Background: an optimization exercise with open tools, aiming at small area. Do not read the settings as production practice.
The RTL was checked by simulation tests, not by an equivalence proof against the original design.
Power is estimated from default activity; no workload was simulated.

==> amber: inputs <==
==> flow/design.v <==
`timescale 1ns / 1ps
module memtiming
  (
    input logic clk,
    input logic rst,
    input logic ACT, PR, RD, RDA, REF, SRF, WR, WRA,
    output logic isACT,      
    output logic isPR,       
    output logic isRD,       
    output logic isWR,       
    output logic isReading   
  );
  localparam logic [3:0]
    S_IDLE = 4'd0,
    S_ACT  = 4'd1,
    S_BA1  = 4'd2,
    S_BA2  = 4'd3,
    S_PRE  = 4'd4,
    S_REFA = 4'd5,
    S_REFB = 4'd6,
    S_SR   = 4'd7,
    S_R    = 4'd8,
    S_RA   = 4'd9,
    S_W    = 4'd10,
    S_WA   = 4'd11;
  logic [3:0] state, nxt;
  logic [4:0] c, s;
  logic [2:0] e;
  logic sw;
  logic c15, c24, c31, s7, s8, s14, s24;
  assign c15 = &c[3:0];
  assign c24 = c[4] & c[3];
  assign c31 = &c;
  assign s8  = s[4] | s[3];
  assign s7  = s8 | (&s[2:0]);
  assign s14 = s[4] | (&s[3:1]);
  assign s24 = s[4] & s[3];
  always_comb begin
    nxt = state;
    case (state)
      S_IDLE: if (ACT) nxt = S_ACT;
              else if (REF) nxt = S_REFA;
              else if (SRF) nxt = S_SR;
      S_ACT:  if (c15) nxt = S_BA1;
      S_BA1:  if (WR && c24) nxt = S_W;
              else if (WRA && c24) nxt = S_WA;
              else if (RD && c31) nxt = S_R;
              else if (RDA && c31) nxt = S_RA;
              else if (PR && c31) nxt = S_PRE;
      S_BA2:  if (WR) nxt = S_W;
              else if (WRA) nxt = S_WA;
              else if (RD && e == 3'd0) nxt = S_R;
              else if (RDA && e == 3'd0) nxt = S_RA;
              else if (PR && c31) nxt = S_PRE;
      S_PRE:  if (c15) nxt = S_IDLE;
      S_REFA: if (c31) nxt = S_REFB;
      S_REFB: nxt = S_IDLE;
      S_R:    if (RDA) nxt = S_RA;
              else if (PR && s7 && c31) nxt = S_PRE;
              else if (WR) nxt = S_W;
              else if (s24) nxt = S_BA2;
              else if (WRA) nxt = S_WA;
      S_RA:   if ((s8 || (s7 && sw)) && c31) nxt = S_PRE;
      S_W:    if (WRA) nxt = S_WA;
              else if (PR && s14 && c31) nxt = S_PRE;
              else if (RD) nxt = S_R;
              else if (s24) nxt = S_BA2;
              else if (RDA) nxt = S_RA;
      S_WA:   if (s14 && c31) nxt = S_PRE;
      default: nxt = state;
    endcase
  end
  always_ff @(posedge clk)
    if (rst) state <= S_IDLE;
    else state <= nxt;
  logic rside, wside, rside_n, wside_n, same;
  assign rside   = state == S_R || state == S_RA;
  assign wside   = state == S_W || state == S_WA;
  assign rside_n = nxt == S_R || nxt == S_RA;
  assign wside_n = nxt == S_W || nxt == S_WA;
  assign same    = (rside && rside_n) || (wside && wside_n);
  logic [2:0] tcl1;
  assign tcl1 = (state == S_BA1) ? ~c[2:0] : e;
  always_ff @(posedge clk) begin
    if (state == S_IDLE || (nxt == S_PRE && state != S_PRE)) c <= '0;
    else if (!c31) c <= c + 1'b1;
    if (nxt == S_R) e <= tcl1;
    else e <= (tcl1 == 3'd0) ? 3'd0 : tcl1 - 1'b1;
    if (same) begin
      if (!s24) s <= s + 1'b1;
    end
    else begin
      s <= 5'd1;
      sw <= rside || wside;
    end
  end
  assign isACT = state == S_ACT;
  assign isPR = state == S_PRE;
  assign isRD = rside;
  assign isWR = wside;
  assign isReading = state == S_R;
endmodule
`timescale 1ns / 1ps
module TimingFSM
    #(parameter NBANKS = 8)
    (
    input logic clk,
    input logic reset_n,
    input logic [2:0] bank,
    input logic ACT, PR, RD, RDA, REF, SRF, WR, WRA,
    output logic [NBANKS-1:0] isACT, isPR, isRD, isWR, isReading
    );
    genvar b;
    generate
        for (b = 0; b < NBANKS; b = b + 1)
        begin:MT
            logic sel;
            assign sel = bank == b;
            memtiming MTi (
                .clk(clk), .rst(!reset_n),
                .ACT(sel && ACT), .PR(sel && PR), .RD(sel && RD), .RDA(sel && RDA),
                .REF(sel && REF), .SRF(sel && SRF), .WR(sel && WR), .WRA(sel && WRA),
                .isACT(isACT[b]), .isPR(isPR[b]), .isRD(isRD[b]), .isWR(isWR[b]),
                .isReading(isReading[b])
            );
        end
    endgenerate
endmodule
`timescale 1ns / 1ps
module CMD
    #(parameter ADDRWIDTH = 17,
    parameter COLWIDTH = 10,
    parameter NBANKS = 8
    )
    (
    input logic cke,
    input logic cs_n,
    input logic clk,
    input logic reset_n,
    input logic act_n,
    input logic [2:0] bank,
    input logic [ADDRWIDTH-1:0] A,
    output logic [NBANKS-1:0][ADDRWIDTH-1:0] RowId,
    output logic [NBANKS-1:0][COLWIDTH-1:0] ColId,
    output logic [NBANKS-1:0] rd_o_wr,
    output logic ACT, PR, RD, RDA, REF, SRF, WR, WRA
    );
    logic A16, A15, A14, A10, cmd;
    assign A16 = A[ADDRWIDTH-1];  
    assign A15 = A[ADDRWIDTH-2];  
    assign A14 = A[ADDRWIDTH-3];  
    assign A10 = A[ADDRWIDTH-4];  
    assign cmd = !cs_n && act_n;
    assign ACT = !cs_n && !act_n;
    assign PR  = cmd && !A16 &&  A15 && !A14 && !A10;
    assign RD  = cmd &&  A16 && !A15 &&  A14 && !A10;
    assign RDA = cmd &&  A16 && !A15 &&  A14 &&  A10;
    assign REF = cmd && !A16 && !A15 &&  A14 &&  cke;
    assign SRF = cmd && !A16 && !A15 &&  A14 && !cke;
    assign WR  = cmd &&  A16 && !A15 && !A14 && !A10;
    assign WRA = cmd &&  A16 && !A15 && !A14 &&  A10;
    logic CAS;  
    assign CAS = cmd && A16 && !A15;
    always_ff @(posedge clk)
        for (int b = 0; b < NBANKS; b++)
            if (ACT && bank == b) RowId[b] <= A;
    logic [NBANKS-1:0] Burst;
    always_ff @(posedge clk)
    begin
        if (!reset_n) begin
            ColId <= '0;
            Burst <= '0;
        end
        else if (CAS) begin
            ColId[bank] <= A[COLWIDTH-1:0];
            Burst[bank] <= 1'b1;
        end
        else if (PR) begin
            Burst[bank] <= 1'b0;
        end
        else begin
            for (int b = 0; b < NBANKS; b++)
                if (Burst[b]) ColId[b] <= ColId[b] + 1'b1;
        end
    end
    always_ff @(posedge clk)
    begin
        if (!reset_n) rd_o_wr <= '0;
        else if (WR || WRA) rd_o_wr[bank] <= 1'b1;
        else if (PR || RD || RDA) rd_o_wr[bank] <= 1'b0;
    end
endmodule
`timescale 1ns / 1ps
module MEMSync #(
    parameter CHWIDTH = 3,
    parameter ADDRWIDTH = 17,
    localparam CHROWS = 2**CHWIDTH
)
  (
  output logic [CHWIDTH-1:0] cRowId,
  output logic stall,
  input logic ACT,
  input logic PR,
  input logic RD,
  input logic WR,
  input logic [ADDRWIDTH-1:0] RowId,
  input logic clk,
  input logic rst,
  input logic sync
);
  localparam logic [3:0]
    M_IDLE  = 4'd0,
    M_ALLOC = 4'd1,
    M_CTH   = 4'd2,   
    M_CTM   = 4'd3,   
    M_UTD   = 4'd4,   
    M_UTC   = 4'd5,   
    M_WB    = 4'd6,
    M_HRD   = 4'd7,
    M_HWR   = 4'd8;
  logic [3:0] state, nxt;
  logic [CHWIDTH-1:0] nRowId;
  logic wrapped;
  logic [CHROWS-1:0] dirtyt;
  logic [CHROWS-1:0][ADDRWIDTH-1:0] rowaddr;
  logic [CHROWS-1:0] match;
  logic anyhit;
  logic [CHWIDTH-1:0] hidx;
  always_comb begin
    hidx = '0;
    for (int i = 0; i < CHROWS; i++) begin
      match[i] = (wrapped || i < nRowId) && (rowaddr[i] == RowId);
      if (match[i]) hidx = i;
    end
  end
  assign anyhit = |match;
  logic vdirty;
  assign vdirty = wrapped && dirtyt[nRowId];
  logic [3:0] ct, ut;
  assign ct = anyhit ? M_CTH : M_CTM;
  assign ut = vdirty ? M_UTD : M_UTC;
  always_comb begin
    nxt = state;
    case (state)
      M_IDLE:  if (ACT || RD || WR) nxt = ct;
      M_ALLOC: if (sync) nxt = ct;
      M_CTH:   if (RD) nxt = M_HRD;
               else if (WR) nxt = M_HWR;
               else if (PR) nxt = M_IDLE;
               else nxt = ct;
      M_CTM:   nxt = ut;
      M_UTD:   nxt = M_WB;
      M_UTC:   nxt = M_ALLOC;
      M_WB:    if (sync) nxt = M_ALLOC;
      M_HRD:   if (PR) nxt = M_IDLE;
               else if (WR) nxt = M_HWR;
               else if (!RD) nxt = ct;
      M_HWR:   if (PR) nxt = M_IDLE;
               else if (RD) nxt = M_HRD;
               else if (!WR) nxt = ct;
      default: nxt = state;
    endcase
  end
  logic toCT, toUT;
  assign toCT = nxt == M_CTH;
  assign toUT = nxt == M_UTD || nxt == M_UTC;
  always_ff @(posedge clk) begin
    if (rst) begin
      state <= M_IDLE;
      cRowId <= '0;
      nRowId <= '0;
      wrapped <= 1'b0;
    end
    else begin
      state <= nxt;
      if (toCT) cRowId <= hidx;
      else if (toUT) cRowId <= nRowId;
      if (toUT) begin
        nRowId <= nRowId + 1'b1;
        if (&nRowId) wrapped <= 1'b1;
      end
    end
  end
  always_ff @(posedge clk) begin
    for (int i = 0; i < CHROWS; i++) begin
      if (nxt == M_ALLOC && cRowId == i) rowaddr[i] <= RowId;
      if ((nxt == M_ALLOC || nxt == M_HWR) && cRowId == i) dirtyt[i] <= nxt == M_HWR;
    end
  end
  assign stall = state == M_ALLOC || state == M_WB;
endmodule
`timescale 1ns / 1ps
module MEMSyncTop #(
    parameter NBANKS = 8,
    parameter CHWIDTH = 3,
    parameter ADDRWIDTH = 17
    )
    (
    input logic clk,
    input logic reset_n,
    input logic [NBANKS-1:0][ADDRWIDTH-1:0] RowId,
    input logic [NBANKS-1:0] isACT, isPR, isRD, isWR,
    input logic [NBANKS-1:0] sync,
    output logic [NBANKS-1:0][CHWIDTH-1:0] cRowId,
    output logic stall
    );
    logic [NBANKS-1:0] stalls;
    assign stall = |stalls;
    genvar b;
    generate
        for (b = 0; b < NBANKS; b = b + 1)
        begin:B
            MEMSync #(.CHWIDTH(CHWIDTH), .ADDRWIDTH(ADDRWIDTH)) Mi (
                .cRowId(cRowId[b]),
                .stall(stalls[b]),
                .ACT(isACT[b]),
                .PR(isPR[b]),
                .RD(isRD[b]),
                .WR(isWR[b]),
                .RowId(RowId[b]),
                .clk(clk),
                .rst(!reset_n),
                .sync(sync[b])
            );
        end
    endgenerate
endmodule
`timescale 1ns / 1ps
module DIMM  
  #(parameter BGWIDTH = 1,
  parameter BAWIDTH = 2,
  parameter ADDRWIDTH = 17,
  parameter COLWIDTH = 10,
  parameter CHWIDTH = 3,
  localparam NBANKS = 2**(BGWIDTH+BAWIDTH)
  )
  (
  input logic act_n,
  input logic [ADDRWIDTH-1:0] A,
  input logic [BGWIDTH-1:0] bg,
  input logic [BAWIDTH-1:0] ba,
  input logic ck2x,
  input logic cke,
  input logic cs_n,
  input logic reset_n,
  output logic stall,
  input logic [NBANKS-1:0] sync,
  output logic rden,
  output logic dqs_en,
  output logic [NBANKS*CHWIDTH-1:0] cRowId,
  output logic [NBANKS*COLWIDTH-1:0] ColId,
  output logic [NBANKS-1:0] rd_o_wr
  );
  logic clk;
  assign clk = ck2x;
  logic [BGWIDTH+BAWIDTH-1:0] bank;
  assign bank = {bg, ba};
  logic ACT, PR, RD, RDA, REF, SRF, WR, WRA;
  logic [NBANKS-1:0][ADDRWIDTH-1:0] RowId;
  logic [NBANKS-1:0][COLWIDTH-1:0] ColIdA;
  CMD #(.ADDRWIDTH(ADDRWIDTH), .COLWIDTH(COLWIDTH), .NBANKS(NBANKS)) CMDi (
    .cke(cke), .cs_n(cs_n), .clk(clk), .reset_n(reset_n), .act_n(act_n),
    .bank(bank), .A(A), .RowId(RowId), .ColId(ColIdA), .rd_o_wr(rd_o_wr),
    .ACT(ACT), .PR(PR), .RD(RD), .RDA(RDA), .REF(REF), .SRF(SRF), .WR(WR), .WRA(WRA)
  );
  logic [NBANKS-1:0] isACT, isPR, isRD, isWR, isReading;
  TimingFSM #(.NBANKS(NBANKS)) TimingFSMi (
    .clk(clk), .reset_n(reset_n), .bank(bank),
    .ACT(ACT), .PR(PR), .RD(RD), .RDA(RDA), .REF(REF), .SRF(SRF), .WR(WR), .WRA(WRA),
    .isACT(isACT), .isPR(isPR), .isRD(isRD), .isWR(isWR), .isReading(isReading)
  );
  logic [NBANKS-1:0][CHWIDTH-1:0] cRowIdA;
  MEMSyncTop #(.NBANKS(NBANKS), .CHWIDTH(CHWIDTH), .ADDRWIDTH(ADDRWIDTH)) MEMSyncTopi (
    .clk(clk), .reset_n(reset_n), .RowId(RowId),
    .isACT(isACT), .isPR(isPR), .isRD(isRD), .isWR(isWR),
    .sync(sync), .cRowId(cRowIdA), .stall(stall)
  );
  assign rden = |isReading;
  assign dqs_en = RD || RDA;
  assign cRowId = cRowIdA;
  assign ColId = ColIdA;
endmodule
==> flow/run.sh <==
#!/bin/bash
# synth_recipe.tcl (not shown) runs the flow's synth.tcl, then flattens the netlist and writes it again
# the make line also repeats each setting of config.mk as NAME=value (left out here)
make -C /OpenROAD-flow-scripts/flow DESIGN_CONFIG=/design/flow/config.mk WORK_HOME=/design/flow/orfs CLKGATE_MAP_FILE= SYNTH_SCRIPT=/design/flow/synth_recipe.tcl finish
==> flow/config.mk <==
export PLATFORM = sky130hd
export DESIGN_NAME = DIMM
export DESIGN_NICKNAME = DIMM
export VERILOG_FILES = /design/flow/design.v
export SDC_FILE = /design/flow/constraint.sdc
export NUM_CORES = 4
export LEC_CHECK = 0
export ABC_AREA = 1
export CAP_MARGIN = 20
export CORE_MARGIN = 2
export CORE_UTILIZATION = 40
export SLEW_MARGIN = 20
==> flow/constraint.sdc <==
create_clock -name core_clock -period 8.0 [get_ports {ck2x}]
set_input_delay 1.6000 -clock core_clock [delete_from_list [all_inputs] [get_ports {ck2x}]]
set_output_delay 1.6000 -clock core_clock [all_outputs]
set_load 0.01 [all_outputs]
==> inputs of garnet, as changes to amber <==
--- a/flow/design.v
+++ b/flow/design.v
@@ -14,13 +14,13 @@
     S_IDLE = 4'd0,
-    S_ACT  = 4'd1,
-    S_BA1  = 4'd2,
-    S_BA2  = 4'd3,
-    S_PRE  = 4'd4,
-    S_REFA = 4'd5,
-    S_REFB = 4'd6,
-    S_SR   = 4'd7,
-    S_R    = 4'd8,
-    S_RA   = 4'd9,
-    S_W    = 4'd10,
-    S_WA   = 4'd11;
+    S_ACT  = 4'd9,
+    S_BA1  = 4'd3,
+    S_BA2  = 4'd7,
+    S_PRE  = 4'd2,
+    S_REFA = 4'd13,
+    S_REFB = 4'd15,
+    S_SR   = 4'd12,
+    S_R    = 4'd6,
+    S_RA   = 4'd14,
+    S_W    = 4'd11,
+    S_WA   = 4'd10;
   logic [3:0] state, nxt;
@@ -142,3 +142,2 @@
     input logic [ADDRWIDTH-1:0] A,
-    output logic [NBANKS-1:0][ADDRWIDTH-1:0] RowId,
     output logic [NBANKS-1:0][COLWIDTH-1:0] ColId,
@@ -163,30 +162,29 @@
     assign CAS = cmd && A16 && !A15;
-    always_ff @(posedge clk)
-        for (int b = 0; b < NBANKS; b++)
-            if (ACT && bank == b) RowId[b] <= A;
+    logic incen;  
+    assign incen = !CAS && !PR;
     logic [NBANKS-1:0] Burst;
-    always_ff @(posedge clk)
-    begin
-        if (!reset_n) begin
-            ColId <= '0;
-            Burst <= '0;
-        end
-        else if (CAS) begin
-            ColId[bank] <= A[COLWIDTH-1:0];
-            Burst[bank] <= 1'b1;
-        end
-        else if (PR) begin
-            Burst[bank] <= 1'b0;
-        end
-        else begin
-            for (int b = 0; b < NBANKS; b++)
-                if (Burst[b]) ColId[b] <= ColId[b] + 1'b1;
+    genvar b;
+    generate
+        for (b = 0; b < NBANKS; b = b + 1)
+        begin:BK
+            logic sel;
+            assign sel = bank == b;
+            always_ff @(posedge clk)
+            begin
+                if (!reset_n) begin
+                    ColId[b] <= '0;
+                    Burst[b] <= 1'b0;
+                    rd_o_wr[b] <= 1'b0;
+                end
+                else begin
+                    if (sel && CAS) ColId[b] <= A[COLWIDTH-1:0];
+                    else if (incen && Burst[b]) ColId[b] <= ColId[b] + 1'b1;
+                    if (sel && CAS) Burst[b] <= 1'b1;
+                    else if (sel && PR) Burst[b] <= 1'b0;
+                    if (sel && (WR || WRA)) rd_o_wr[b] <= 1'b1;
+                    else if (sel && (PR || RD || RDA)) rd_o_wr[b] <= 1'b0;
+                end
+            end
         end
-    end
-    always_ff @(posedge clk)
-    begin
-        if (!reset_n) rd_o_wr <= '0;
-        else if (WR || WRA) rd_o_wr[bank] <= 1'b1;
-        else if (PR || RD || RDA) rd_o_wr[bank] <= 1'b0;
-    end
+    endgenerate
 endmodule
@@ -205,3 +203,4 @@
   input logic WR,
-  input logic [ADDRWIDTH-1:0] RowId,
+  input logic act_cmd,                
+  input logic [ADDRWIDTH-1:0] A,
   input logic clk,
@@ -212,9 +211,9 @@
     M_IDLE  = 4'd0,
-    M_ALLOC = 4'd1,
-    M_CTH   = 4'd2,   
-    M_CTM   = 4'd3,   
-    M_UTD   = 4'd4,   
-    M_UTC   = 4'd5,   
-    M_WB    = 4'd6,
-    M_HRD   = 4'd7,
+    M_ALLOC = 4'd11,
+    M_CTH   = 4'd10,   
+    M_CTM   = 4'd14,   
+    M_UTD   = 4'd1,   
+    M_UTC   = 4'd9,   
+    M_WB    = 4'd15,
+    M_HRD   = 4'd12,
     M_HWR   = 4'd8;
@@ -224,3 +223,4 @@
   logic [CHROWS-1:0] dirtyt;
-  logic [CHROWS-1:0][ADDRWIDTH-1:0] rowaddr;
+  logic [ADDRWIDTH-1:0] RowId;
+  logic [CHROWS-1:0][ADDRWIDTH-1:0] diff;  
   logic [CHROWS-1:0] match;
@@ -231,3 +231,3 @@
     for (int i = 0; i < CHROWS; i++) begin
-      match[i] = (wrapped || i < nRowId) && (rowaddr[i] == RowId);
+      match[i] = (wrapped || i < nRowId) && (diff[i] == '0);
       if (match[i]) hidx = i;
@@ -283,5 +283,12 @@
   end
+  logic [ADDRWIDTH-1:0] delta;
+  assign delta = act_cmd ? (RowId ^ A) : '0;
+  logic [CHROWS-1:0] alloc;  
+  always_comb
+    for (int i = 0; i < CHROWS; i++)
+      alloc[i] = nxt == M_ALLOC && cRowId == i;
   always_ff @(posedge clk) begin
+    if (act_cmd) RowId <= A;
     for (int i = 0; i < CHROWS; i++) begin
-      if (nxt == M_ALLOC && cRowId == i) rowaddr[i] <= RowId;
+      diff[i] <= (alloc[i] ? '0 : diff[i]) ^ delta;
       if ((nxt == M_ALLOC || nxt == M_HWR) && cRowId == i) dirtyt[i] <= nxt == M_HWR;
@@ -300,3 +307,5 @@
     input logic reset_n,
-    input logic [NBANKS-1:0][ADDRWIDTH-1:0] RowId,
+    input logic [2:0] bank,
+    input logic ACT,                        
+    input logic [ADDRWIDTH-1:0] A,
     input logic [NBANKS-1:0] isACT, isPR, isRD, isWR,
@@ -319,3 +328,4 @@
                 .WR(isWR[b]),
-                .RowId(RowId[b]),
+                .act_cmd(ACT && bank == b),
+                .A(A),
                 .clk(clk),
@@ -358,3 +368,2 @@
   logic ACT, PR, RD, RDA, REF, SRF, WR, WRA;
-  logic [NBANKS-1:0][ADDRWIDTH-1:0] RowId;
   logic [NBANKS-1:0][COLWIDTH-1:0] ColIdA;
@@ -362,3 +371,3 @@
     .cke(cke), .cs_n(cs_n), .clk(clk), .reset_n(reset_n), .act_n(act_n),
-    .bank(bank), .A(A), .RowId(RowId), .ColId(ColIdA), .rd_o_wr(rd_o_wr),
+    .bank(bank), .A(A), .ColId(ColIdA), .rd_o_wr(rd_o_wr),
     .ACT(ACT), .PR(PR), .RD(RD), .RDA(RDA), .REF(REF), .SRF(SRF), .WR(WR), .WRA(WRA)
@@ -373,3 +382,3 @@
   MEMSyncTop #(.NBANKS(NBANKS), .CHWIDTH(CHWIDTH), .ADDRWIDTH(ADDRWIDTH)) MEMSyncTopi (
-    .clk(clk), .reset_n(reset_n), .RowId(RowId),
+    .clk(clk), .reset_n(reset_n), .bank(bank), .ACT(ACT), .A(A),
     .isACT(isACT), .isPR(isPR), .isRD(isRD), .isWR(isWR),
==> flow/flow/run.sh (new file) <==
#!/bin/bash
# The standard layout, with clock tree synthesis told not to add dummy loads
# for level balancing (same clustering as config.mk asks for), and the port
# buffers made from the smallest plain buffer.
set -e
export CTS_ARGS="-sink_clustering_enable -repair_clock_nets -sink_clustering_size 24 -sink_clustering_max_diameter 80 -dont_use_dummy_load"
export BUFFER_PORTS_ARGS="-buffer_cell sky130_fd_sc_hd__buf_1"
bash standard.sh > standard.log 2>&1
==> flow/standard.sh (new file) <==
#!/bin/bash
# synth_recipe.tcl (not shown) runs the flow's synth.tcl, then flattens the netlist and writes it again
# the make line also repeats each setting of config.mk as NAME=value (left out here)
make -C /OpenROAD-flow-scripts/flow DESIGN_CONFIG=/design/flow/config.mk WORK_HOME=/design/flow/orfs CLKGATE_MAP_FILE= SYNTH_SCRIPT=/design/flow/synth_recipe.tcl "${@:-finish}"
--- a/flow/config.mk
+++ b/flow/config.mk
@@ -7,6 +7,7 @@
 export LEC_CHECK = 0
-export ABC_AREA = 1
 export CAP_MARGIN = 20
 export CORE_MARGIN = 2
-export CORE_UTILIZATION = 40
+export CORE_UTILIZATION = 65
+export CTS_CLUSTER_DIAMETER = 80
+export CTS_CLUSTER_SIZE = 24
 export SLEW_MARGIN = 20
removed: flow/run.sh
==> qor summary <==
item	amber	garnet
Post-synthesis compound-gate area fraction	0.0890	0.0862
Seq power	0.0103 W	0.0130 W
Portion of netlist area occupied by mux cells	0.00198	0.0131
Share of the synthesized netlist area taken by xor and xnor gates	0.0617	0.160
Vias	64210	53668
Storage cell area	45300 µm²	34400 µm²
Reg power frac	0.476	0.578
Total clock buffers created by CTS	173	80
Result of the run	timing/DRC/antenna clean	timing/DRC/antenna clean
Ys flop type	sky130_fd_sc_hd__edfxtp_1	sky130_fd_sc_hd__dfxtp_1
Cell type taking the most area	flip-flops and latches	multi-input combinational cells
Net count of the finished layout	9368	7551
Global router's overall resource usage	0.230	0.316
Overall power of the completed layout	0.0216 W	0.0225 W

## port drivers added, routing unchanged
The flow's constraints put no driver on any port. The routed layouts listed below were extracted and timed again, unchanged, in two steps.
Step 1 (the two cells are an assumption about what drives the block):
set clk [get_ports {ck2x}]
set_driving_cell -lib_cell sky130_fd_sc_hd__clkbuf_16 $clk
set_driving_cell -lib_cell sky130_fd_sc_hd__buf_2 [delete_from_list [all_inputs] $clk]
Step 2, shift: input delay + t, output delay - t, t = (earliest + latest rising clock arrival at the registers) / 2. This alone moves slack from input paths to output paths.
Slacks: no drivers / after step 1 / after step 2; pairs: no drivers / after step 1.
| run | t (ns) | slack for setup (ns) | latest minus earliest clock arrival (ns) |
|---|---|---|---|
| amber | 0.919 | 1.742 / 1.704 / 1.704 | 0.035 / 0.035 |
| garnet | 0.750 | 2.746 / 2.617 / 2.220 | 0.081 / 0.081 |
After both steps every run listed still meets setup and hold. For garnet, which loses most, drivers alone change the setup slack by -0.129 ns; drivers and shift together by -0.526 ns.
